What follows belongs to an exercise in optimizing a design on an open flow for small area, a short achievable clock period and few clock cycles per item; a production flow would make more cautious choices. Function was not checked in any run shown here: the RTL went through the layout flow alone. Power and IR drop assume default switching activity.

==> design/flow/design.v <==
module cordic_multiply #(
    parameter WL = 16,
    parameter FL = 14,
    parameter N_ITER = 15
)(
    input  wire                 clk,
    input  wire                 rst_n,
    input  wire                 start,
    input  wire signed [WL-1:0] in1,
    input  wire signed [WL-1:0] in2,
    output wire signed [WL-1:0] out,
    output reg                  done
);
    reg  [15:1] ya_r, yb_r;
    reg         c0_r, p16_r;
    reg  [8:2] yc_r;
    wire p1 = ~(in1[0]);
    wire p2 = ~(in1[1]);
    wire p3 = ~(in1[2]);
    wire p4 = ~(in1[3]);
    wire p5 = ~(in1[4]);
    wire p6 = ~(in1[5]);
    wire p7 = ~(in1[6]);
    wire p8 = ~(in1[7]);
    wire p9 = ~(in1[8]);
    wire p10 = ~(in1[9]);
    wire p11 = ~(in1[10]);
    wire p12 = ~(in1[11]);
    wire p13 = ~(in1[12]);
    wire p14 = ~(in1[13]);
    wire p15 = ~(in1[14]);
    wire p16 = ~(~(in1[15]));
    wire p17 = ~(in2[15] & ~in1[0]);
    wire p18 = ~(in2[15]);
    wire p19 = ~(in2[14] & in1[1]);
    wire p20 = ~(in2[13] & in1[2]);
    wire p21 = ~(in2[12] & in1[3]);
    wire p22 = ~(in2[11] & in1[4]);
    wire p23 = ~(in2[10] & in1[5]);
    wire p24 = ~(in2[9] & in1[6]);
    wire p25 = ~(in2[8] & in1[7]);
    wire p26 = ~(in2[7] & in1[8]);
    wire p27 = ~(in2[6] & in1[9]);
    wire p28 = ~(in2[5] & in1[10]);
    wire p29 = ~(in2[4] & in1[11]);
    wire p30 = ~(in2[3] & in1[12]);
    wire p31 = ~(in2[2] & in1[13]);
    wire p32 = ~(~(in2[1] & in1[14]));
    wire p33 = ~(in2[15] & ~in1[1]);
    wire p34 = ~(in2[14] & in1[2]);
    wire p35 = ~(in2[13] & in1[3]);
    wire p36 = ~(in2[12] & in1[4]);
    wire p37 = ~(in2[11] & in1[5]);
    wire p38 = ~(in2[10] & in1[6]);
    wire p39 = ~(in2[9] & in1[7]);
    wire p40 = ~(in2[8] & in1[8]);
    wire p41 = ~(in2[7] & in1[9]);
    wire p42 = ~(in2[6] & in1[10]);
    wire p43 = ~(in2[5] & in1[11]);
    wire p44 = ~(in2[4] & in1[12]);
    wire p45 = ~(in2[3] & in1[13]);
    wire p46 = ~(in2[2] & in1[14]);
    wire p47 = ~(~(in2[1] & in1[15]));
    wire p48 = ~(in2[1] & in1[14]);
    wire p49 = ~(in2[15] & ~in1[2]);
    wire p50 = ~(in2[14] & in1[3]);
    wire p51 = ~(in2[13] & in1[4]);
    wire p52 = ~(in2[12] & in1[5]);
    wire p53 = ~(in2[11] & in1[6]);
    wire p54 = ~(in2[10] & in1[7]);
    wire p55 = ~(in2[9] & in1[8]);
    wire p56 = ~(in2[8] & in1[9]);
    wire p57 = ~(in2[7] & in1[10]);
    wire p58 = ~(in2[6] & in1[11]);
    wire p59 = ~(in2[5] & in1[12]);
    wire p60 = ~(in2[4] & in1[13]);
    wire p61 = ~(in2[3] & in1[14]);
    wire p62 = ~(~(in2[2] & in1[15]));
    wire p63 = ~(in2[15] & ~in1[3]);
    wire p64 = ~(in2[14] & in1[4]);
    wire p65 = ~(in2[13] & in1[5]);
    wire p66 = ~(in2[12] & in1[6]);
    wire p67 = ~(in2[11] & in1[7]);
    wire p68 = ~(in2[10] & in1[8]);
    wire p69 = ~(in2[9] & in1[9]);
    wire p70 = ~(in2[8] & in1[10]);
    wire p71 = ~(in2[7] & in1[11]);
    wire p72 = ~(in2[6] & in1[12]);
    wire p73 = ~(in2[5] & in1[13]);
    wire p74 = ~(in2[4] & in1[14]);
    wire p75 = ~(~(in2[3] & in1[15]));
    wire p76 = ~(in2[15] & ~in1[4]);
    wire p77 = ~(in2[14] & in1[5]);
    wire p78 = ~(in2[13] & in1[6]);
    wire p79 = ~(in2[12] & in1[7]);
    wire p80 = ~(in2[11] & in1[8]);
    wire p81 = ~(in2[10] & in1[9]);
    wire p82 = ~(in2[9] & in1[10]);
    wire p83 = ~(in2[8] & in1[11]);
    wire p84 = ~(in2[7] & in1[12]);
    wire p85 = ~(in2[6] & in1[13]);
    wire p86 = ~(in2[5] & in1[14]);
    wire p87 = ~(~(in2[4] & in1[15]));
    wire p88 = ~(in2[15] & ~in1[5]);
    wire p89 = ~(in2[14] & in1[6]);
    wire p90 = ~(in2[13] & in1[7]);
    wire p91 = ~(in2[12] & in1[8]);
    wire p92 = ~(in2[11] & in1[9]);
    wire p93 = ~(in2[10] & in1[10]);
    wire p94 = ~(in2[9] & in1[11]);
    wire p95 = ~(in2[8] & in1[12]);
    wire p96 = ~(in2[7] & in1[13]);
    wire p97 = ~(in2[6] & in1[14]);
    wire p98 = ~(~(in2[5] & in1[15]));
    wire p99 = ~(in2[15] & ~in1[6]);
    wire p100 = ~(in2[14] & in1[7]);
    wire p101 = ~(in2[13] & in1[8]);
    wire p102 = ~(in2[12] & in1[9]);
    wire p103 = ~(in2[11] & in1[10]);
    wire p104 = ~(in2[10] & in1[11]);
    wire p105 = ~(in2[9] & in1[12]);
    wire p106 = ~(in2[8] & in1[13]);
    wire p107 = ~(in2[7] & in1[14]);
    wire p108 = ~(~(in2[6] & in1[15]));
    wire p109 = ~(in2[15] & ~in1[7]);
    wire p110 = ~(in2[14] & in1[8]);
    wire p111 = ~(in2[13] & in1[9]);
    wire p112 = ~(in2[12] & in1[10]);
    wire p113 = ~(in2[11] & in1[11]);
    wire p114 = ~(in2[10] & in1[12]);
    wire p115 = ~(in2[9] & in1[13]);
    wire p116 = ~(in2[8] & in1[14]);
    wire p117 = ~(~(in2[7] & in1[15]));
    wire p118 = ~(in2[15] & ~in1[8]);
    wire p119 = ~(in2[14] & in1[9]);
    wire p120 = ~(in2[13] & in1[10]);
    wire p121 = ~(in2[12] & in1[11]);
    wire p122 = ~(in2[11] & in1[12]);
    wire p123 = ~(in2[10] & in1[13]);
    wire p124 = ~(in2[9] & in1[14]);
    wire p125 = ~(~(in2[8] & in1[15]));
    wire p126 = ~(in2[15] & ~in1[9]);
    wire p127 = ~(in2[14] & in1[10]);
    wire p128 = ~(in2[13] & in1[11]);
    wire p129 = ~(in2[12] & in1[12]);
    wire p130 = ~(in2[11] & in1[13]);
    wire p131 = ~(in2[10] & in1[14]);
    wire p132 = ~(~(in2[9] & in1[15]));
    wire p133 = ~(in2[15] & ~in1[10]);
    wire p134 = ~(in2[14] & in1[11]);
    wire p135 = ~(in2[13] & in1[12]);
    wire p136 = ~(in2[12] & in1[13]);
    wire p137 = ~(in2[11] & in1[14]);
    wire p138 = ~(~(in2[10] & in1[15]));
    wire p139 = ~(in2[15] & ~in1[11]);
    wire p140 = ~(in2[14] & in1[12]);
    wire p141 = ~(in2[13] & in1[13]);
    wire p142 = ~(in2[12] & in1[14]);
    wire p143 = ~(~(in2[11] & in1[15]));
    wire p144 = ~(in2[15] & ~in1[12]);
    wire p145 = ~(in2[14] & in1[13]);
    wire p146 = ~(in2[13] & in1[14]);
    wire p147 = ~(~(in2[12] & in1[15]));
    wire p148 = ~(in2[15] & ~in1[13]);
    wire p149 = ~(in2[14] & in1[14]);
    wire p150 = ~(~(in2[13] & in1[15]));
    wire p151 = ~(in2[15] & ~in1[14]);
    wire p152 = ~(~(in2[14] & in1[15]));
    wire p153 = ~(in2[15] & ~in1[15]);
    wire p154 = ~(1'b1);
    wire s155, c156;
    cm_fa us155 (.a(p1), .b(p2), .ci(p3), .s(s155), .co(c156));
    wire s157, c158;
    cm_fa us157 (.a(p4), .b(p5), .ci(p6), .s(s157), .co(c158));
    wire s159, c160;
    cm_fa us159 (.a(p7), .b(p8), .ci(p9), .s(s159), .co(c160));
    wire s161, c162;
    cm_fa us161 (.a(p10), .b(p11), .ci(p12), .s(s161), .co(c162));
    wire s163, c164;
    cm_fa us163 (.a(p13), .b(p14), .ci(p15), .s(s163), .co(c164));
    wire s165, c166;
    cm_fa us165 (.a(s155), .b(s157), .ci(s159), .s(s165), .co(c166));
    wire s167, c168;
    cm_fa us167 (.a(s161), .b(s163), .ci(s165), .s(s167), .co(c168));
    wire s169, c170;
    cm_fa us169 (.a(p16), .b(p17), .ci(p18), .s(s169), .co(c170));
    wire s171, c172;
    cm_fa us171 (.a(p19), .b(p20), .ci(p21), .s(s171), .co(c172));
    wire s173, c174;
    cm_fa us173 (.a(p22), .b(p23), .ci(p24), .s(s173), .co(c174));
    wire s175, c176;
    cm_fa us175 (.a(p25), .b(p26), .ci(p27), .s(s175), .co(c176));
    wire s177, c178;
    cm_fa us177 (.a(p28), .b(p29), .ci(p30), .s(s177), .co(c178));
    wire s179, c180;
    cm_fa us179 (.a(p31), .b(p32), .ci(c156), .s(s179), .co(c180));
    wire s181, c182;
    cm_fa us181 (.a(c158), .b(c160), .ci(c162), .s(s181), .co(c182));
    wire s183, c184;
    cm_fa us183 (.a(c164), .b(s169), .ci(s171), .s(s183), .co(c184));
    wire s185, c186;
    cm_fa us185 (.a(s173), .b(s175), .ci(s177), .s(s185), .co(c186));
    wire s187, c188;
    cm_fa us187 (.a(c166), .b(s179), .ci(s181), .s(s187), .co(c188));
    wire s189, c190;
    cm_fa us189 (.a(s183), .b(s185), .ci(c168), .s(s189), .co(c190));
    wire s191, c192;
    cm_fa us191 (.a(p33), .b(p34), .ci(p35), .s(s191), .co(c192));
    wire s193, c194;
    cm_fa us193 (.a(p36), .b(p37), .ci(p38), .s(s193), .co(c194));
    wire s195, c196;
    cm_fa us195 (.a(p39), .b(p40), .ci(p41), .s(s195), .co(c196));
    wire s197, c198;
    cm_fa us197 (.a(p42), .b(p43), .ci(p44), .s(s197), .co(c198));
    wire s199, c200;
    cm_fa us199 (.a(p45), .b(p46), .ci(p47), .s(s199), .co(c200));
    wire s201, c202;
    cm_fa us201 (.a(p48), .b(c170), .ci(c172), .s(s201), .co(c202));
    wire s203, c204;
    cm_fa us203 (.a(c174), .b(c176), .ci(c178), .s(s203), .co(c204));
    wire s205, c206;
    cm_fa us205 (.a(s191), .b(s193), .ci(s195), .s(s205), .co(c206));
    wire s207, c208;
    cm_fa us207 (.a(s197), .b(s199), .ci(c180), .s(s207), .co(c208));
    wire s209, c210;
    cm_fa us209 (.a(c182), .b(c184), .ci(c186), .s(s209), .co(c210));
    wire s211, c212;
    cm_fa us211 (.a(s201), .b(s203), .ci(s205), .s(s211), .co(c212));
    wire s213, c214;
    cm_fa us213 (.a(c188), .b(s207), .ci(s209), .s(s213), .co(c214));
    wire s215, c216;
    cm_fa us215 (.a(p49), .b(p50), .ci(p51), .s(s215), .co(c216));
    wire s217, c218;
    cm_fa us217 (.a(p52), .b(p53), .ci(p54), .s(s217), .co(c218));
    wire s219, c220;
    cm_fa us219 (.a(p55), .b(p56), .ci(p57), .s(s219), .co(c220));
    wire s221, c222;
    cm_fa us221 (.a(p58), .b(p59), .ci(p60), .s(s221), .co(c222));
    wire s223, c224;
    cm_fa us223 (.a(p61), .b(p62), .ci(c192), .s(s223), .co(c224));
    wire s225, c226;
    cm_fa us225 (.a(c194), .b(c196), .ci(c198), .s(s225), .co(c226));
    wire s227, c228;
    cm_fa us227 (.a(c200), .b(s215), .ci(s217), .s(s227), .co(c228));
    wire s229, c230;
    cm_fa us229 (.a(s219), .b(s221), .ci(c202), .s(s229), .co(c230));
    wire s231, c232;
    cm_fa us231 (.a(c204), .b(c206), .ci(s223), .s(s231), .co(c232));
    wire s233, c234;
    cm_fa us233 (.a(s225), .b(s227), .ci(c208), .s(s233), .co(c234));
    wire s235, c236;
    cm_fa us235 (.a(c210), .b(s229), .ci(c212), .s(s235), .co(c236));
    wire s237, c238;
    cm_fa us237 (.a(s231), .b(s233), .ci(c214), .s(s237), .co(c238));
    wire s239, c240;
    cm_fa us239 (.a(p63), .b(p64), .ci(p65), .s(s239), .co(c240));
    wire s241, c242;
    cm_fa us241 (.a(p66), .b(p67), .ci(p68), .s(s241), .co(c242));
    wire s243, c244;
    cm_fa us243 (.a(p69), .b(p70), .ci(p71), .s(s243), .co(c244));
    wire s245, c246;
    cm_fa us245 (.a(p72), .b(p73), .ci(p74), .s(s245), .co(c246));
    wire s247, c248;
    cm_fa us247 (.a(p75), .b(c216), .ci(c218), .s(s247), .co(c248));
    wire s249, c250;
    cm_fa us249 (.a(c220), .b(c222), .ci(s239), .s(s249), .co(c250));
    wire s251, c252;
    cm_fa us251 (.a(s241), .b(s243), .ci(s245), .s(s251), .co(c252));
    wire s253, c254;
    cm_fa us253 (.a(c224), .b(c226), .ci(c228), .s(s253), .co(c254));
    wire s255, c256;
    cm_fa us255 (.a(s247), .b(s249), .ci(s251), .s(s255), .co(c256));
    wire s257, c258;
    cm_fa us257 (.a(c230), .b(c232), .ci(s253), .s(s257), .co(c258));
    wire s259, c260;
    cm_fa us259 (.a(s255), .b(c234), .ci(c236), .s(s259), .co(c260));
    wire s261, c262;
    cm_fa us261 (.a(p76), .b(p77), .ci(p78), .s(s261), .co(c262));
    wire s263, c264;
    cm_fa us263 (.a(p79), .b(p80), .ci(p81), .s(s263), .co(c264));
    wire s265, c266;
    cm_fa us265 (.a(p82), .b(p83), .ci(p84), .s(s265), .co(c266));
    wire s267, c268;
    cm_fa us267 (.a(p85), .b(p86), .ci(p87), .s(s267), .co(c268));
    wire s269, c270;
    cm_fa us269 (.a(c240), .b(c242), .ci(c244), .s(s269), .co(c270));
    wire s271, c272;
    cm_fa us271 (.a(c246), .b(s261), .ci(s263), .s(s271), .co(c272));
    wire s273, c274;
    cm_fa us273 (.a(s265), .b(s267), .ci(c248), .s(s273), .co(c274));
    wire s275, c276;
    cm_fa us275 (.a(c250), .b(c252), .ci(s269), .s(s275), .co(c276));
    wire s277, c278;
    cm_fa us277 (.a(s271), .b(c254), .ci(s273), .s(s277), .co(c278));
    wire s279, c280;
    cm_fa us279 (.a(c256), .b(s275), .ci(c258), .s(s279), .co(c280));
    wire s281, c282;
    cm_fa us281 (.a(p88), .b(p89), .ci(p90), .s(s281), .co(c282));
    wire s283, c284;
    cm_fa us283 (.a(p91), .b(p92), .ci(p93), .s(s283), .co(c284));
    wire s285, c286;
    cm_fa us285 (.a(p94), .b(p95), .ci(p96), .s(s285), .co(c286));
    wire s287, c288;
    cm_fa us287 (.a(p97), .b(p98), .ci(c262), .s(s287), .co(c288));
    wire s289, c290;
    cm_fa us289 (.a(c264), .b(c266), .ci(c268), .s(s289), .co(c290));
    wire s291, c292;
    cm_fa us291 (.a(s281), .b(s283), .ci(s285), .s(s291), .co(c292));
    wire s293, c294;
    cm_fa us293 (.a(c270), .b(c272), .ci(s287), .s(s293), .co(c294));
    wire s295, c296;
    cm_fa us295 (.a(s289), .b(s291), .ci(c274), .s(s295), .co(c296));
    wire s297, c298;
    cm_fa us297 (.a(c276), .b(s293), .ci(c278), .s(s297), .co(c298));
    wire s299, c300;
    cm_fa us299 (.a(p99), .b(p100), .ci(p101), .s(s299), .co(c300));
    wire s301, c302;
    cm_fa us301 (.a(p102), .b(p103), .ci(p104), .s(s301), .co(c302));
    wire s303, c304;
    cm_fa us303 (.a(p105), .b(p106), .ci(p107), .s(s303), .co(c304));
    wire s305, c306;
    cm_fa us305 (.a(p108), .b(c282), .ci(c284), .s(s305), .co(c306));
    wire s307, c308;
    cm_fa us307 (.a(c286), .b(s299), .ci(s301), .s(s307), .co(c308));
    wire s309, c310;
    cm_fa us309 (.a(s303), .b(c288), .ci(c290), .s(s309), .co(c310));
    wire s311, c312;
    cm_fa us311 (.a(c292), .b(s305), .ci(s307), .s(s311), .co(c312));
    wire s313, c314;
    cm_fa us313 (.a(c294), .b(s309), .ci(s311), .s(s313), .co(c314));
    wire s315, c316;
    cm_fa us315 (.a(p109), .b(p110), .ci(p111), .s(s315), .co(c316));
    wire s317, c318;
    cm_fa us317 (.a(p112), .b(p113), .ci(p114), .s(s317), .co(c318));
    wire s319, c320;
    cm_fa us319 (.a(p115), .b(p116), .ci(p117), .s(s319), .co(c320));
    wire s321, c322;
    cm_fa us321 (.a(c300), .b(c302), .ci(c304), .s(s321), .co(c322));
    wire s323, c324;
    cm_fa us323 (.a(s315), .b(s317), .ci(s319), .s(s323), .co(c324));
    wire s325, c326;
    cm_fa us325 (.a(c306), .b(c308), .ci(s321), .s(s325), .co(c326));
    wire s327, c328;
    cm_fa us327 (.a(s323), .b(c310), .ci(c312), .s(s327), .co(c328));
    wire s329, c330;
    cm_fa us329 (.a(p118), .b(p119), .ci(p120), .s(s329), .co(c330));
    wire s331, c332;
    cm_fa us331 (.a(p121), .b(p122), .ci(p123), .s(s331), .co(c332));
    wire s333, c334;
    cm_fa us333 (.a(p124), .b(p125), .ci(c316), .s(s333), .co(c334));
    wire s335, c336;
    cm_fa us335 (.a(c318), .b(c320), .ci(s329), .s(s335), .co(c336));
    wire s337, c338;
    cm_fa us337 (.a(s331), .b(c322), .ci(c324), .s(s337), .co(c338));
    wire s339, c340;
    cm_fa us339 (.a(s333), .b(s335), .ci(c326), .s(s339), .co(c340));
    wire s341, c342;
    cm_fa us341 (.a(s337), .b(c328), .ci(s339), .s(s341), .co(c342));
    wire s343, c344;
    cm_fa us343 (.a(p126), .b(p127), .ci(p128), .s(s343), .co(c344));
    wire s345, c346;
    cm_fa us345 (.a(p129), .b(p130), .ci(p131), .s(s345), .co(c346));
    wire s347, c348;
    cm_fa us347 (.a(p132), .b(c330), .ci(c332), .s(s347), .co(c348));
    wire s349, c350;
    cm_fa us349 (.a(s343), .b(s345), .ci(c334), .s(s349), .co(c350));
    wire s351, c352;
    cm_fa us351 (.a(c336), .b(s347), .ci(c338), .s(s351), .co(c352));
    wire s353, c354;
    cm_fa us353 (.a(s349), .b(c340), .ci(s351), .s(s353), .co(c354));
    wire s355, c356;
    cm_fa us355 (.a(p133), .b(p134), .ci(p135), .s(s355), .co(c356));
    wire s357, c358;
    cm_fa us357 (.a(p136), .b(p137), .ci(p138), .s(s357), .co(c358));
    wire s359, c360;
    cm_fa us359 (.a(c344), .b(c346), .ci(s355), .s(s359), .co(c360));
    wire s361, c362;
    cm_fa us361 (.a(s357), .b(c348), .ci(s359), .s(s361), .co(c362));
    wire s363, c364;
    cm_fa us363 (.a(c350), .b(s361), .ci(c352), .s(s363), .co(c364));
    wire s365, c366;
    cm_fa us365 (.a(p139), .b(p140), .ci(p141), .s(s365), .co(c366));
    wire s367, c368;
    cm_fa us367 (.a(p142), .b(p143), .ci(c356), .s(s367), .co(c368));
    wire s369, c370;
    cm_fa us369 (.a(c358), .b(s365), .ci(c360), .s(s369), .co(c370));
    wire s371, c372;
    cm_fa us371 (.a(s367), .b(c362), .ci(s369), .s(s371), .co(c372));
    wire s373, c374;
    cm_fa us373 (.a(p144), .b(p145), .ci(p146), .s(s373), .co(c374));
    wire s375, c376;
    cm_fa us375 (.a(p147), .b(c366), .ci(s373), .s(s375), .co(c376));
    wire s377, c378;
    cm_fa us377 (.a(c368), .b(s375), .ci(c370), .s(s377), .co(c378));
    wire s379, c380;
    cm_fa us379 (.a(p148), .b(p149), .ci(p150), .s(s379), .co(c380));
    wire s381, c382;
    cm_fa us381 (.a(c374), .b(s379), .ci(c376), .s(s381), .co(c382));
    wire s383, c384;
    cm_fa us383 (.a(p151), .b(p152), .ci(c380), .s(s383), .co(c384));
    wire s385, c386;
    cm_fa us385 (.a(p153), .b(p154), .ci(c384), .s(s385), .co(c386));
    wire [16:0] ya = {s385, c382, c378, c372, c364, c354, c342, s341, s325, c296, s295, s277, s257, s235, s211, s187, s167};
    wire [16:0] yb = {1'b1, s383, s381, s377, s371, s363, s353, 1'b1, c314, c298, c280, c260, c238, s237, c190, s189, 1'b1};
    wire        cy0 = ya[0] | yb[0];        
    wire        sx16 = ~(ya[16] ^ yb[16]);  
    always @(posedge clk) begin
        ya_r  <= ya[15:1];
        yb_r  <= yb[15:1];
        c0_r  <= cy0;
        p16_r <= sx16;
    end
    always @(posedge clk)
        yc_r <= {s327, s313, s297, s279, s259, 1'b1, s213};
    wire ys2_0, yk3_2;
    cm_fa urys2_0 (.a(ya_r[2]), .b(yb_r[2]), .ci(yc_r[2]), .s(ys2_0), .co(yk3_2));
    wire ys3_0, yk4_3;
    cm_fa urys3_0 (.a(ya_r[3]), .b(yb_r[3]), .ci(yk3_2), .s(ys3_0), .co(yk4_3));
    wire ys4_1, yk5_3;
    cm_fa urys4_1 (.a(ya_r[4]), .b(yb_r[4]), .ci(yc_r[4]), .s(ys4_1), .co(yk5_3));
    wire ys5_1, yk6_3;
    cm_fa urys5_1 (.a(ya_r[5]), .b(yb_r[5]), .ci(yc_r[5]), .s(ys5_1), .co(yk6_3));
    wire ys6_1, yk7_3;
    cm_fa urys6_1 (.a(ya_r[6]), .b(yb_r[6]), .ci(yc_r[6]), .s(ys6_1), .co(yk7_3));
    wire ys7_1, yk8_3;
    cm_fa urys7_1 (.a(ya_r[7]), .b(yb_r[7]), .ci(yc_r[7]), .s(ys7_1), .co(yk8_3));
    wire ys8_1, yk9_1;
    cm_fa urys8_1 (.a(ya_r[8]), .b(yb_r[8]), .ci(yc_r[8]), .s(ys8_1), .co(yk9_1));
    wire [15:1] ya2, yb2;
    assign ya2[1] = ya_r[1];
    assign yb2[1] = yb_r[1];
    assign ya2[2] = ys2_0;
    assign yb2[2] = 1'b1;
    assign ya2[3] = ys3_0;
    assign yb2[3] = 1'b1;
    assign ya2[4] = yk4_3;
    assign yb2[4] = ys4_1;
    assign ya2[5] = yk5_3;
    assign yb2[5] = ys5_1;
    assign ya2[6] = yk6_3;
    assign yb2[6] = ys6_1;
    assign ya2[7] = yk7_3;
    assign yb2[7] = ys7_1;
    assign ya2[8] = yk8_3;
    assign yb2[8] = ys8_1;
    assign ya2[9] = ya_r[9];
    assign yb2[9] = yk9_1;
    assign ya2[10] = ya_r[10];
    assign yb2[10] = yb_r[10];
    assign ya2[11] = ya_r[11];
    assign yb2[11] = yb_r[11];
    assign ya2[12] = ya_r[12];
    assign yb2[12] = yb_r[12];
    assign ya2[13] = ya_r[13];
    assign yb2[13] = yb_r[13];
    assign ya2[14] = ya_r[14];
    assign yb2[14] = yb_r[14];
    assign ya2[15] = ya_r[15];
    assign yb2[15] = yb_r[15];
    wire [16:0] sum = {p16_r, ya2, 1'b1} + {1'b1, yb2, c0_r};
    assign out = ~sum[16:1];
    always @(posedge clk or negedge rst_n)
        if (!rst_n) done <= 1'b0;
        else        done <= start;
endmodule
module cm_han (
    input  wire a,
    input  wire b,
    output wire s,
    output wire co
);
    assign s  = ~(a ^ b);
    assign co = a | b;
endmodule
module cm_fa (
    input  wire a,
    input  wire b,
    input  wire ci,
    output wire s,
    output wire co
);
    assign s  = a ^ b ^ ci;
    assign co = (a & b) | (a & ci) | (b & ci);
endmodule
==> design/flow/flow/run.sh <==
#!/bin/bash
# Layout flow: the standard flow (standard.sh, unchanged synthesis and
# steps), except that the port buffers are the platform's smallest buffer
# (buf_1) instead of the default pick; repair_design still resizes them where
# a load needs it.  The full output goes to standard.log in this folder.
set -euo pipefail
export BUFFER_PORTS_ARGS="-buffer_cell sky130_fd_sc_hd__buf_1"
bash standard.sh > standard.log 2>&1
==> design/flow/standard.sh <==
#!/bin/bash
# synth_recipe.tcl (not shown) runs the flow's synth.tcl, then flattens the netlist and writes it again
# the make line also repeats each setting of config.mk as NAME=value (left out here)
make -C /OpenROAD-flow-scripts/flow DESIGN_CONFIG=/design/flow/config.mk WORK_HOME=/design/flow/orfs CLKGATE_MAP_FILE= SYNTH_SCRIPT=/design/flow/synth_recipe.tcl "${@:-finish}"
==> design/flow/config.mk <==
export PLATFORM = sky130hd
export DESIGN_NAME = cordic_multiply
export DESIGN_NICKNAME = cordic_multiply
export VERILOG_FILES = /design/flow/design.v
export SDC_FILE = /design/flow/constraint.sdc
export NUM_CORES = 4
export LEC_CHECK = 0
export CAP_MARGIN = 20
export CORE_MARGIN = 2
export CORE_UTILIZATION = 40
export CTS_BUF_LIST = sky130_fd_sc_hd__clkbuf_4
export SETUP_SLACK_MARGIN = 3.1
export SLEW_MARGIN = 20
export SYNTH_HIERARCHICAL = 1
export SYNTH_MINIMUM_KEEP_SIZE = 0
==> design/flow/constraint.sdc <==
create_clock -name core_clock -period 7.0 [get_ports {clk}]
set_input_delay 1.4000 -clock core_clock [delete_from_list [all_inputs] [get_ports {clk}]]
set_output_delay 1.4000 -clock core_clock [all_outputs]
set_load 0.01 [all_outputs]
==> results of run 1 <==
==> modules after synthesis (local to each module, per instance) <==
module / times used / cells inside
cm_fa: 123 / 1
cordic_multiply: 1 / 305
==> worst max path at each step <==
stage                        from       to  slack [ps]  cells past startpoint
after floorplan           in2[15]  ya_r[9]        3020                      8
after CTS                 yc_r[2]  out[13]        2880                      8
after global routing      yc_r[2]  out[13]        2790                      8
after detailed placement  in2[15]  yc_r[6]        2330                      7
final                     yc_r[2]  out[15]        2920                      9
after global placement    in2[15]  yc_r[6]        2340                      7
==> routing by layer <==
metal	vias up	part of all wire	wire length (um)
met1	1646	0.47	5260
met2	123	0.46	5190
li1	1428	-	-
met3	18	0.053	594
met5	-	0	0
met4	0	0.020	229
==> area by class of cell <==
cell class	count	area, um^2
clock buffers	6	45.0
clock inverters	2	33.8
fillers	1081	6070
inverters	22	82.6
multi-input cells	351	3850
flip-flops and latches	37	747
well taps	143	179
repair buffers	58	308
==> flip-flops by register name, indices dropped and copies added (netlist names) <==
| register | cells |
|---|---|
| done | 1 |
| ya_r | 15 |
| yb_r | 14 |
| p16_r | 1 |
| yc_r | 6 |
==> logic make-up after synthesis <==
logic type / Yosys count / share of synthesized area
simple gates: 168 / 0.160
fa+ha+maj: 137 / 0.572
buf+inv: 40 / 0.0326
flops: 37 / 0.162
compound gates: 34 / 0.0513
xor+xnor: 10 / 0.0190
other cells: 1 / 0.000814
mux: 1 / 0.00217
==> repair_timing <==
item,CTS,global route
pin swaps,13,3
resized for setup,47,12
setup buffers,6,1
setup endpoints to repair,31,20
==> power by group <==
| part | switching [uW] | total, uW | internal [uW] | leakage [uW] |
|---|---|---|---|---|
| clock network | 64.2 | 142 | 78.2 | 0.0000433 |
| registers | 45.7 | 365 | 320 | 0.000315 |
| logic | 1220 | 2240 | 1020 | 0.00166 |
| total | 1330 | 2740 | 1410 | 0.00202 |
==> cell usage in the layout, fill, tap and decap left out, types with 3 or more instances in the layout <==
master,instances
ha_1,12
nand2b_1,4
dfxtp_1,35
o21ai_2,3
inv_1,22
fa_1,102
a21o_1,4
nor2_1,4
xor2_1,5
buf_4,8
nand3_1,7
buf_2,20
a21oi_1,7
buf_1,21
clkbuf_4,13
and2_1,16
nand2_1,124
xnor2_1,4
fa_2,21
==> critical path: cells and delay by family (launching register included) <==
kind	cells	cell delay (ps)
flip-flops	1	340
AO/OA/AOI/OAI	3	580
buffers and inverters	1	130
adder cells (fa/ha/maj)	3	1090
AND/OR/NAND/NOR	2	220
==> through the flow <==
stage	power [uW]	utilization	setup slack (ps)	cell area (um^2)
2_1_floorplan	1690	-	3020	4710
3_5_place_dp	2250	0.439	2330	4960
3_3_place_gp	2200	0.439	2340	4960
4_1_cts	2700	0.460	2880	5210
5_1_grt	3000	0.464	2790	5250
6_report	2740	0.464	2920	5250
==> results_dict.tcl, run 1 <==
set metrics [dict create \
    synthesis.area_mm2 0.00461 \
    yosysWarningCount 7 \
    irDropWorstVdd_mv 0.795 \
    nets 647 \
    clk_path_buf_depth 2 \
    busiest_layer "met2" \
    wirelength_mm 11.3 \
    cts_sinks 37 \
    drt-initial-drc-count 175 \
    crit_chain "fa_2, fa_2, ha_4, o21ai_2, o21ai_2, nand4_1, a211o_1, nand3_1, buf_2" \
    synth_nets 600 \
    cts_max_level 2 \
    grt_pass1_vias 3633 \
    cts_buffers 5 \
    holdWs_ps 798 \
    power_per_cell_area_mw_per_mm2 523 \
    post-route-period-util 0.584 \
    worst_setup_hold_path_clk_slew_ps 110 \
    hold_class "in -> async" \
    syn_avg_cell_area_um2 10.8 \
    synth_cells 428 \
    cp_slowest_cell "fa_2" \
    finalHoldViolCount 0 \
    grt_use_met2 0.304 \
    layoutNonFillerInstCount 619 \
    die_h_um 111 \
    viasPerCell 5.19 \
    hold_buffers 0 \
    port_buffers 50 \
    met3_usage 0.0174 \
    ctsRootBufferMaster "clkbuf_4" \
    finalSetupTns_ps 0 \
    die-area_mm2 0.0124 \
    top_level_ports 52 \
    drv_cap 0 \
    place_inst 604 \
    use_met1 0.280 \
    place_hpwl_mm 9.17 \
    synthArstFlopShare 0.0270 \
    rsz0062_at_grt "yes" \
    track_usage 0.191 \
    p_leak_uw 0.00202 \
    ant_nets 0 \
    startpoint_type "register" \
    n_antenna_cell 0 \
    floorplan.rows 39 \
    firstDrtPassIters 5 \
    synth_cell_type_count 41 \
    clock.fmax_mhz 245 \
    synth_commonest_cells "nand2_1 (125), fa_1 (123), dfxtp_1 (36)" \
    status "finished clean" \
    post_drt_wl_per_cell_um 18.2 \
    arrival_ps 2680 \
    path_max_fanout 4 \
    grt_pass1_wl_mm 18.6 \
    coreArea_mm2 0.0113 \
    vias 3215 \
    cpPeakStageDelay_ps 390 \
    drc 0 \
    antenna_found_initial 0 \
    synth.largest_area_cell "fa_1" \
    ys_ff_latch 37 \
    synth_area_leaders "fa_1 (53%), dfxtp_1 (16%), nand2_1 (10%)" \
    cp.required_ps 5600 \
    cts_tree "built" \
    routabilityCongestion 0.854 \
    fin_crit_ps 4080 \
    synthFlopType "dfxtp_1" \
    cp-end-kind "output pin" \
    setup_viol 0 \
    synth.most_common_cell "nand2_1" \
    grt_max_degree 18 \
    drive_above_1_share 0.170 \
    finalMaxSlewViolations 0 \
    netlist.area_leader.share 0.534 \
    synth.yosys.seq_area_share 0.162 \
    crit_type "reg -> out" \
    start_util 0.407 \
    synth_edf_count 0 \
    gr-total-overflow 0 \
    syn2layout_area_growth_pct 13.9 \
    die_x_um 111 \
]
==> run 2, diff against run 1 <==
--- a/design/flow/design.v
+++ b/design/flow/design.v
@@ -15,3 +15,3 @@
     reg         c0_r, p16_r;
-    reg  [8:2] yc_r;
+    reg  [10:2] yc_r;
     wire p1 = ~(in1[0]);
@@ -357,49 +357,45 @@
     wire s341, c342;
-    cm_fa us341 (.a(s337), .b(c328), .ci(s339), .s(s341), .co(c342));
+    cm_fa us341 (.a(p126), .b(p127), .ci(p128), .s(s341), .co(c342));
     wire s343, c344;
-    cm_fa us343 (.a(p126), .b(p127), .ci(p128), .s(s343), .co(c344));
+    cm_fa us343 (.a(p129), .b(p130), .ci(p131), .s(s343), .co(c344));
     wire s345, c346;
-    cm_fa us345 (.a(p129), .b(p130), .ci(p131), .s(s345), .co(c346));
+    cm_fa us345 (.a(p132), .b(c330), .ci(c332), .s(s345), .co(c346));
     wire s347, c348;
-    cm_fa us347 (.a(p132), .b(c330), .ci(c332), .s(s347), .co(c348));
+    cm_fa us347 (.a(s341), .b(s343), .ci(c334), .s(s347), .co(c348));
     wire s349, c350;
-    cm_fa us349 (.a(s343), .b(s345), .ci(c334), .s(s349), .co(c350));
+    cm_fa us349 (.a(c336), .b(s345), .ci(c338), .s(s349), .co(c350));
     wire s351, c352;
-    cm_fa us351 (.a(c336), .b(s347), .ci(c338), .s(s351), .co(c352));
+    cm_fa us351 (.a(p133), .b(p134), .ci(p135), .s(s351), .co(c352));
     wire s353, c354;
-    cm_fa us353 (.a(s349), .b(c340), .ci(s351), .s(s353), .co(c354));
+    cm_fa us353 (.a(p136), .b(p137), .ci(p138), .s(s353), .co(c354));
     wire s355, c356;
-    cm_fa us355 (.a(p133), .b(p134), .ci(p135), .s(s355), .co(c356));
+    cm_fa us355 (.a(c342), .b(c344), .ci(s351), .s(s355), .co(c356));
     wire s357, c358;
-    cm_fa us357 (.a(p136), .b(p137), .ci(p138), .s(s357), .co(c358));
+    cm_fa us357 (.a(s353), .b(c346), .ci(s355), .s(s357), .co(c358));
     wire s359, c360;
-    cm_fa us359 (.a(c344), .b(c346), .ci(s355), .s(s359), .co(c360));
+    cm_fa us359 (.a(c348), .b(s357), .ci(c350), .s(s359), .co(c360));
     wire s361, c362;
-    cm_fa us361 (.a(s357), .b(c348), .ci(s359), .s(s361), .co(c362));
+    cm_fa us361 (.a(p139), .b(p140), .ci(p141), .s(s361), .co(c362));
     wire s363, c364;
-    cm_fa us363 (.a(c350), .b(s361), .ci(c352), .s(s363), .co(c364));
+    cm_fa us363 (.a(p142), .b(p143), .ci(c352), .s(s363), .co(c364));
     wire s365, c366;
-    cm_fa us365 (.a(p139), .b(p140), .ci(p141), .s(s365), .co(c366));
+    cm_fa us365 (.a(c354), .b(s361), .ci(c356), .s(s365), .co(c366));
     wire s367, c368;
-    cm_fa us367 (.a(p142), .b(p143), .ci(c356), .s(s367), .co(c368));
+    cm_fa us367 (.a(s363), .b(c358), .ci(s365), .s(s367), .co(c368));
     wire s369, c370;
-    cm_fa us369 (.a(c358), .b(s365), .ci(c360), .s(s369), .co(c370));
+    cm_fa us369 (.a(p144), .b(p145), .ci(p146), .s(s369), .co(c370));
     wire s371, c372;
-    cm_fa us371 (.a(s367), .b(c362), .ci(s369), .s(s371), .co(c372));
+    cm_fa us371 (.a(p147), .b(c362), .ci(s369), .s(s371), .co(c372));
     wire s373, c374;
-    cm_fa us373 (.a(p144), .b(p145), .ci(p146), .s(s373), .co(c374));
+    cm_fa us373 (.a(c364), .b(s371), .ci(c366), .s(s373), .co(c374));
     wire s375, c376;
-    cm_fa us375 (.a(p147), .b(c366), .ci(s373), .s(s375), .co(c376));
+    cm_fa us375 (.a(p148), .b(p149), .ci(p150), .s(s375), .co(c376));
     wire s377, c378;
-    cm_fa us377 (.a(c368), .b(s375), .ci(c370), .s(s377), .co(c378));
+    cm_fa us377 (.a(c370), .b(s375), .ci(c372), .s(s377), .co(c378));
     wire s379, c380;
-    cm_fa us379 (.a(p148), .b(p149), .ci(p150), .s(s379), .co(c380));
+    cm_fa us379 (.a(p151), .b(p152), .ci(c376), .s(s379), .co(c380));
     wire s381, c382;
-    cm_fa us381 (.a(c374), .b(s379), .ci(c376), .s(s381), .co(c382));
-    wire s383, c384;
-    cm_fa us383 (.a(p151), .b(p152), .ci(c380), .s(s383), .co(c384));
-    wire s385, c386;
-    cm_fa us385 (.a(p153), .b(p154), .ci(c384), .s(s385), .co(c386));
-    wire [16:0] ya = {s385, c382, c378, c372, c364, c354, c342, s341, s325, c296, s295, s277, s257, s235, s211, s187, s167};
-    wire [16:0] yb = {1'b1, s383, s381, s377, s371, s363, s353, 1'b1, c314, c298, c280, c260, c238, s237, c190, s189, 1'b1};
+    cm_fa us381 (.a(p153), .b(p154), .ci(c380), .s(s381), .co(c382));
+    wire [16:0] ya = {s381, c378, c374, c368, c360, s359, s347, s337, s325, c296, s295, s277, s257, s235, s211, s187, s167};
+    wire [16:0] yb = {1'b1, s379, s377, s373, s367, 1'b1, c340, c328, c314, c298, c280, c260, c238, s237, c190, s189, 1'b1};
     wire        cy0 = ya[0] | yb[0];        
@@ -413,3 +409,3 @@
     always @(posedge clk)
-        yc_r <= {s327, s313, s297, s279, s259, 1'b1, s213};
+        yc_r <= {s349, s339, s327, s313, s297, s279, s259, 1'b1, s213};
     wire ys2_0, yk3_2;
@@ -426,4 +422,8 @@
     cm_fa urys7_1 (.a(ya_r[7]), .b(yb_r[7]), .ci(yc_r[7]), .s(ys7_1), .co(yk8_3));
-    wire ys8_1, yk9_1;
-    cm_fa urys8_1 (.a(ya_r[8]), .b(yb_r[8]), .ci(yc_r[8]), .s(ys8_1), .co(yk9_1));
+    wire ys8_1, yk9_3;
+    cm_fa urys8_1 (.a(ya_r[8]), .b(yb_r[8]), .ci(yc_r[8]), .s(ys8_1), .co(yk9_3));
+    wire ys9_1, yk10_3;
+    cm_fa urys9_1 (.a(ya_r[9]), .b(yb_r[9]), .ci(yc_r[9]), .s(ys9_1), .co(yk10_3));
+    wire ys10_1, yk11_1;
+    cm_fa urys10_1 (.a(ya_r[10]), .b(yb_r[10]), .ci(yc_r[10]), .s(ys10_1), .co(yk11_1));
     wire [15:1] ya2, yb2;
@@ -445,8 +445,8 @@
     assign yb2[8] = ys8_1;
-    assign ya2[9] = ya_r[9];
-    assign yb2[9] = yk9_1;
-    assign ya2[10] = ya_r[10];
-    assign yb2[10] = yb_r[10];
+    assign ya2[9] = yk9_3;
+    assign yb2[9] = ys9_1;
+    assign ya2[10] = yk10_3;
+    assign yb2[10] = ys10_1;
     assign ya2[11] = ya_r[11];
-    assign yb2[11] = yb_r[11];
+    assign yb2[11] = yk11_1;
     assign ya2[12] = ya_r[12];
==> run 2 against run 1 <==
Sequential share of layout area increased by 0.34 points. Highest routed layer unchanged. Die area increased by 0.84%. Still clean on timing, DRC and antenna. Cell area increased by 3.2%. Hold slack got worse by 9.8 ps. Critical path depth decreased by 1. Clock power about the same. Global-route usage increased by 0.76 points. Count of clock-buffer cells in the layout decreased by 1.
==> results_dict.tcl, run 2 <==
set metrics [dict create \
    status "finished clean" \
    fin_crit_ps 4170 \
    synth_nets 602 \
    place_hpwl_mm 9.35 \
    startpoint_type "register" \
    synth.area.mux_share 0.00215 \
    most-common-layout-cells "nand2_1 (125), fa_1 (105), dfxtp_1 (35), inv_1 (22), buf_2 (22)" \
    antenna_found_initial 1 \
    hold_buffers 0 \
    seq_area_um2 790 \
    floorplan.rows 39 \
    ctsRootBufferMaster "clkbuf_4" \
    top_regs "ya_r x15, yb_r x14, yc_r x8" \
    largest_reg_flops 15 \
    syn2layout_area_growth_pct 16.5 \
    place_inst 607 \
    synth_cells 430 \
    grt_pass1_wl_mm 19.2 \
    synth_compound_gate_area_share 0.0509 \
    p_leak_uw 0.00209 \
    finalHoldViolCount 0 \
    crit_type "reg -> out" \
    track_usage 0.198 \
    hold_class "in -> async" \
    regMostFlops "ya_r" \
    layout_commonest_cell "nand2_1" \
    clock.fmax_mhz 240 \
    gr-total-overflow 0 \
    drive_above_1_share 0.200 \
    cts_sinks 39 \
    setup_viol 0 \
    cp.required_ps 5600 \
    grt_max_degree 18 \
    wirelength_mm 11.9 \
    cts_buffers 5 \
    drt-initial-drc-count 146 \
    synth.yosys.seq_area_share 0.169 \
    start_util 0.409 \
    vias 3304 \
    drc 0 \
    die_x_um 112 \
    synth_commonest_cells "nand2_1 (125), fa_1 (123), dfxtp_1 (38)" \
    yosysWarningCount 7 \
    syn_avg_cell_area_um2 10.8 \
    startpoint "yc_r[9]" \
    holdWs_ps 789 \
    ys_ff_latch 39 \
    multiInputGateArea_mm2 0.00393 \
    synth.largest_area_cell "fa_1" \
    arrival_ps 2770 \
    die_h_um 112 \
    worst_setup_hold_path_clk_slew_ps 110 \
    synthXorXnorAreaFrac 0.0188 \
    nets 655 \
    synth_edf_count 0 \
    power_per_cell_area_mw_per_mm2 603 \
    firstDrtPassIters 4 \
    path_max_fanout 3 \
    cts_tree "built" \
    ant_nets 0 \
    layoutNonFillerInstCount 628 \
    post_drt_wl_per_cell_um 19.0 \
    netlist.area_leader.share 0.530 \
    routabilityCongestion 0.871 \
    cp-end-kind "output pin" \
    rsz0062_at_grt "yes" \
    finalSetupTns_ps 0 \
    synthAdderAreaFrac 0.567 \
    synthFlopType "dfxtp_1" \
    top_level_ports 52 \
    clk_path_buf_depth 2 \
    drv_cap 0 \
    nFillCells 1062 \
    viasPerCell 5.26 \
    synth_top_family_by_area "adder cells" \
    synth_area_leaders "fa_1 (53%), dfxtp_1 (16%), nand2_1 (10%)" \
    critPathCapture "out[13]" \
    synth_cell_type_count 41 \
    grt_pass1_vias 3721 \
    finalMaxSlewViolations 0 \
    irDropWorstVdd_mv 0.982 \
    synth_simple_gate_area_frac 0.159 \
    cts_max_level 2 \
    coreArea_mm2 0.0114 \
    synthesis.area_mm2 0.00465 \
    synth.most_common_cell "nand2_1" \
    post-route-period-util 0.596 \
    die-area_mm2 0.0125 \
    synthArstFlopShare 0.0256 \
    port_buffers 50 \
    p_total_uw 3270 \
]
## run 2: what timing repair did
| item | in CTS | in global routing |
|---|---|---|
| buffers inserted | 9 | 3 |
| setup endpoints to repair | 24 | 15 |
| pin swaps | 28 | 14 |
| endpoints found under the hold margin | 0 | 0 |
| gates resized for setup | 57 | 22 |
## run 2: cell families (layout without fill, tap and decap cells)
| group | Yosys count | count (layout) |
|---|---|---|
| AO/OA/AOI/OAI | 34 | 34 |
| multiplexers | 1 | 1 |
| buffers and inverters | 40 | 94 |
| XOR/XNOR | 10 | 10 |
| flip-flops | 39 | 39 |
| AND/OR/NAND/NOR | 168 | 168 |
| adder cells (fa/ha/maj) | 137 | 137 |
| other | 1 | 2 |
## run 2: worst min-delay path by stage
stage / from / endpoint / slack [ps] / cells past startpoint
after floorplan: rst_n / done / 1100 / 0
after global placement: rst_n / done / 1160 / 1
after detailed placement: rst_n / done / 1160 / 1
after CTS: rst_n / done / 780 / 1
after global routing: rst_n / done / 780 / 1
final: rst_n / done / 790 / 1
## run 2: power breakdown
group / switching (uW) / leakage (uW) / internal, uW
sequential: 52.9 / 0.000332 / 335
clock: 70.5 / 0.0000426 / 73.4
combinational: 1430 / 0.00171 / 1310
total: 1550 / 0.00209 / 1720
## run 2: cell type report
type	instances	share of cell area
antenna	1	0.000462
clock buffer	5	0.00693
clock inverter	3	0.00716
inverter	22	0.0152
multi-input combinational	351	0.725
sequential	39	0.146
tap	143	0.0330
timing repair buffer	64	0.0665
## run 2: worst max-delay path, stage by stage, from the launching register on
cell      delay, ps
dfxtp_2         340
fa_2            610
ha_4            220
a21o_1          170
a221o_1         350
a311oi_2        330
o21bai_1        120
xnor2_1         150
buf_2           150
## run 2: Yosys stat by module, one instance, submodules excluded
| module | copies in the design | area, um^2 |
|---|---|---|
| cm_fa | 123 | 20.0 |
| cordic_multiply | 1 | 2190 |
## run 2: layer usage
metal / GRT usage / share of wire / vias to the layer above
met5: 0 / 0 / -
met4: 0.0609 / 0.021 / 0
met3: 0.0245 / 0.080 / 24
met2: 0.330 / 0.49 / 157
met1: 0.274 / 0.41 / 1673
li1: - / - / 1450
## run 2: per-stage QoR
| stage | util | area (um^2) | worst slack (ps) |
|---|---|---|---|
| after floorplan | - | 4740 | 3120 |
| after global placement | 0.440 | 5000 | 2420 |
| after detailed placement | 0.440 | 5000 | 2360 |
| after CTS | 0.468 | 5320 | 2810 |
| after global routing | 0.476 | 5420 | 2680 |
| final | 0.476 | 5420 | 2830 |
==> run 3, diff against run 2 <==
--- a/design/flow/config.mk
+++ b/design/flow/config.mk
@@ -11,3 +11,3 @@
 export CTS_BUF_LIST = sky130_fd_sc_hd__clkbuf_4
-export SETUP_SLACK_MARGIN = 3.1
+export SETUP_SLACK_MARGIN = 2.9
 export SLEW_MARGIN = 20
==> run 3 against run 2 <==
Maximum frequency up 1.0%. Sequential power down 1%. Still clean on timing, DRC and antenna. Sequential share of layout area up 0.38 points.
==> results_dict.tcl, run 3 <==
set metrics [dict create \
    antenna_found_initial 0 \
    rsz0062_at_grt "yes" \
    coreArea_mm2 0.0114 \
    cts_tree "built" \
    synth_nets 602 \
    hold_class "in -> async" \
    place_hpwl_mm 9.24 \
    power_per_cell_area_mw_per_mm2 571 \
    synthAdderAreaFrac 0.567 \
    cts_max_level 2 \
    synthesis.area_mm2 0.00465 \
    synthFlopType "dfxtp_1" \
    synth_simple_gate_area_frac 0.159 \
    p_leak_uw 0.00202 \
    firstDrtPassIters 4 \
    wirelength_mm 11.5 \
    grt_pass1_wl_mm 18.9 \
    place_area_mm2 0.00495 \
    setup_viol 0 \
    top_regs "ya_r x15, yb_r x14, yc_r x8" \
    top_level_ports 52 \
    drv_cap 0 \
    worst_setup_hold_path_clk_slew_ps 110 \
    track_usage 0.194 \
    fin_area_mm2 0.00528 \
    synth_top_family_by_area "adder cells" \
    startpoint_type "register" \
    synth_commonest_cells "nand2_1 (125), fa_1 (123), dfxtp_1 (38)" \
    die_x_um 112 \
    tightest_slew_ps 506 \
    die_h_um 112 \
    post_drt_wl_per_cell_um 18.5 \
    fin_crit_ps 4130 \
    nets 650 \
    synth_area_leaders "fa_1 (53%), dfxtp_1 (16%), nand2_1 (10%)" \
    vias 3256 \
    drt-initial-drc-count 167 \
    netlist.area_leader.share 0.530 \
    synthXorXnorAreaFrac 0.0188 \
    clk_path_buf_depth 2 \
    crit_type "reg -> out" \
    synth.yosys.seq_area_share 0.169 \
    status "finished clean" \
    synth.most_common_cell "nand2_1" \
    most-common-layout-cells "nand2_1 (125), fa_1 (120), dfxtp_1 (35), buf_1 (29), inv_1 (22)" \
    grt_max_degree 18 \
    cp-end-kind "output pin" \
    synthArstFlopShare 0.0256 \
    regMostFlops "ya_r" \
    die-area_mm2 0.0125 \
    synth.largest_area_cell "fa_1" \
    drc 0 \
    ctsRootBufferMaster "clkbuf_4" \
    syn_avg_cell_area_um2 10.8 \
    largest_reg_flops 15 \
    yosysWarningCount 7 \
    cts_sinks 39 \
    finalHoldViolCount 0 \
    finalSetupTns_ps 0 \
    irDropWorstVdd_mv 0.655 \
    floorplan.rows 39 \
    nFillCells 1083 \
    routabilityCongestion 0.890 \
    slew_headroom 0.663 \
    cts_buffers 5 \
    synth_cell_type_count 41 \
    synth_edf_count 0 \
    ant_nets 0 \
    start_util 0.409 \
    grt_pass1_vias 3691 \
    post-route-period-util 0.590 \
    port_buffers 50 \
    ys_ff_latch 39 \
    arrival_ps 2730 \
    syn2layout_area_growth_pct 13.5 \
    gr-total-overflow 0 \
    n_antenna_cell 0 \
    path_max_fanout 4 \
    synth.area.mux_share 0.00215 \
    synth_cells 430 \
    finalMaxSlewViolations 0 \
    cp.required_ps 5600 \
    drive_above_1_share 0.127 \
    synth_compound_gate_area_share 0.0509 \
    layout_commonest_cell "nand2_1" \
    viasPerCell 5.23 \
    clock.fmax_mhz 242 \
]
-- run 3: cell counts after synthesis --
Identical to the previous run, type by type.
-- run 3: layer usage --
layer	track usage	part of all wire
met3	0.0223	0.059
met2	0.330	0.48
met5	0	0
met1	0.267	0.44
met4	0.0519	0.016
-- run 3: kinds of logic (layout without fill, tap and decap cells) --
family                     count (synthesis)  after routing
adders and majority gates                137            137
muxes                                      1              1
DFF                                       39             39
other                                      1              1
xor gates and xnor gates                  10             10
and+or+nand+nor                          168            168
buffers and inverters                     40             89
AOI/OAI and AO/OA                         34             34
-- run 3: Yosys stat by module (local to each module, per instance) --
module	cells	area, um^2	times used	flops+latches
cm_fa	1	20.0	123	0
cordic_multiply	307	2190	1	39
-- run 3: worst max-delay path by stage --
stage	endpoint	startpoint	slack, ps
after global routing	out[15]	yc_r[2]	2730
after floorplan	yc_r[4]	in2[11]	2910
after CTS	out[13]	ya_r[9]	2840
after detailed placement	yc_r[5]	in2[15]	2300
final	out[15]	yc_r[2]	2870
after global placement	ya_r[11]	in2[15]	2350
-- run 3: what timing repair did --
action / CTS / global route
gates resized for setup: 38 / 14
endpoints found under the hold margin: 0 / 0
setup buffers: 6 / 3
pin swaps: 13 / 14
hold buffers: 0 / 0
setup endpoints to repair: 19 / 14
-- run 3: report_power, final --
part	switching [uW]	internal [uW]	total [uW]
logic	1360	1120	2490
registers	49.0	335	384
clock network	69.9	73.5	143
-- run 3: worst max-delay path, cell delays in order (launching register included) --
cell and delay (ps):
dfxtp_2 340, fa_2 400, fa_2 600, nor4b_4 70, buf_4 140, o21ai_4 170, nand4_1 150, a211o_1 310
nand3_1 80, buf_2 130
-- run 3: cell type report --
| class | count | area, um^2 | area share |
|---|---|---|---|
| multi-input cells | 351 | 3860 | 0.732 |
| flip-flops and latches | 39 | 790 | 0.150 |
| repair buffers | 59 | 287 | 0.0543 |
| well taps | 143 | 179 | 0.0339 |
| inverters | 22 | 82.6 | 0.0156 |
| clock inverters | 3 | 38.8 | 0.00735 |
| clock buffers | 5 | 37.5 | 0.00711 |
-- run 3: per-stage QoR --
step / power (uW) / utilization / worst slack [ps] / std cells / hold WS (ps)
6_report: 3010 / 0.464 / 2870 / 622 / 806
5_1_grt: 3290 / 0.464 / 2730 / 622 / 791
4_1_cts: 2880 / 0.458 / 2840 / 619 / 787
3_5_place_dp: 2400 / 0.435 / 2300 / 605 / 1160
3_3_place_gp: 2360 / 0.435 / 2350 / 605 / 1160
2_1_floorplan: 1790 / - / 2910 / 430 / 1100

## re-timing with driven ports
No port has a modelled driver above. Below, the same layouts with a new extraction and two added sets of constraints. Step 1 assumes that a clkbuf_16 drives the clock port and a buf_2 every other input. Step 2, shift: input delay + t, output delay - t, t = (earliest + latest rising clock arrival at the registers) / 2. This alone moves slack from input paths to output paths. Three values: no drivers, after step 1, after step 2; two values: the first two.
run	t, ns	slack for setup (ns)	pins driven straight from the clock port
run 1	0.356	2.915 / 2.888 / 2.794	1
run 2	0.369	2.829 / 2.801 / 2.783	1
run 3	0.356	2.871 / 2.844 / 2.606	1
After both steps every run listed still meets setup and hold. The setup slack of run 3, which loses most, moves by -0.027 ns with the drivers and by -0.265 ns with both steps.
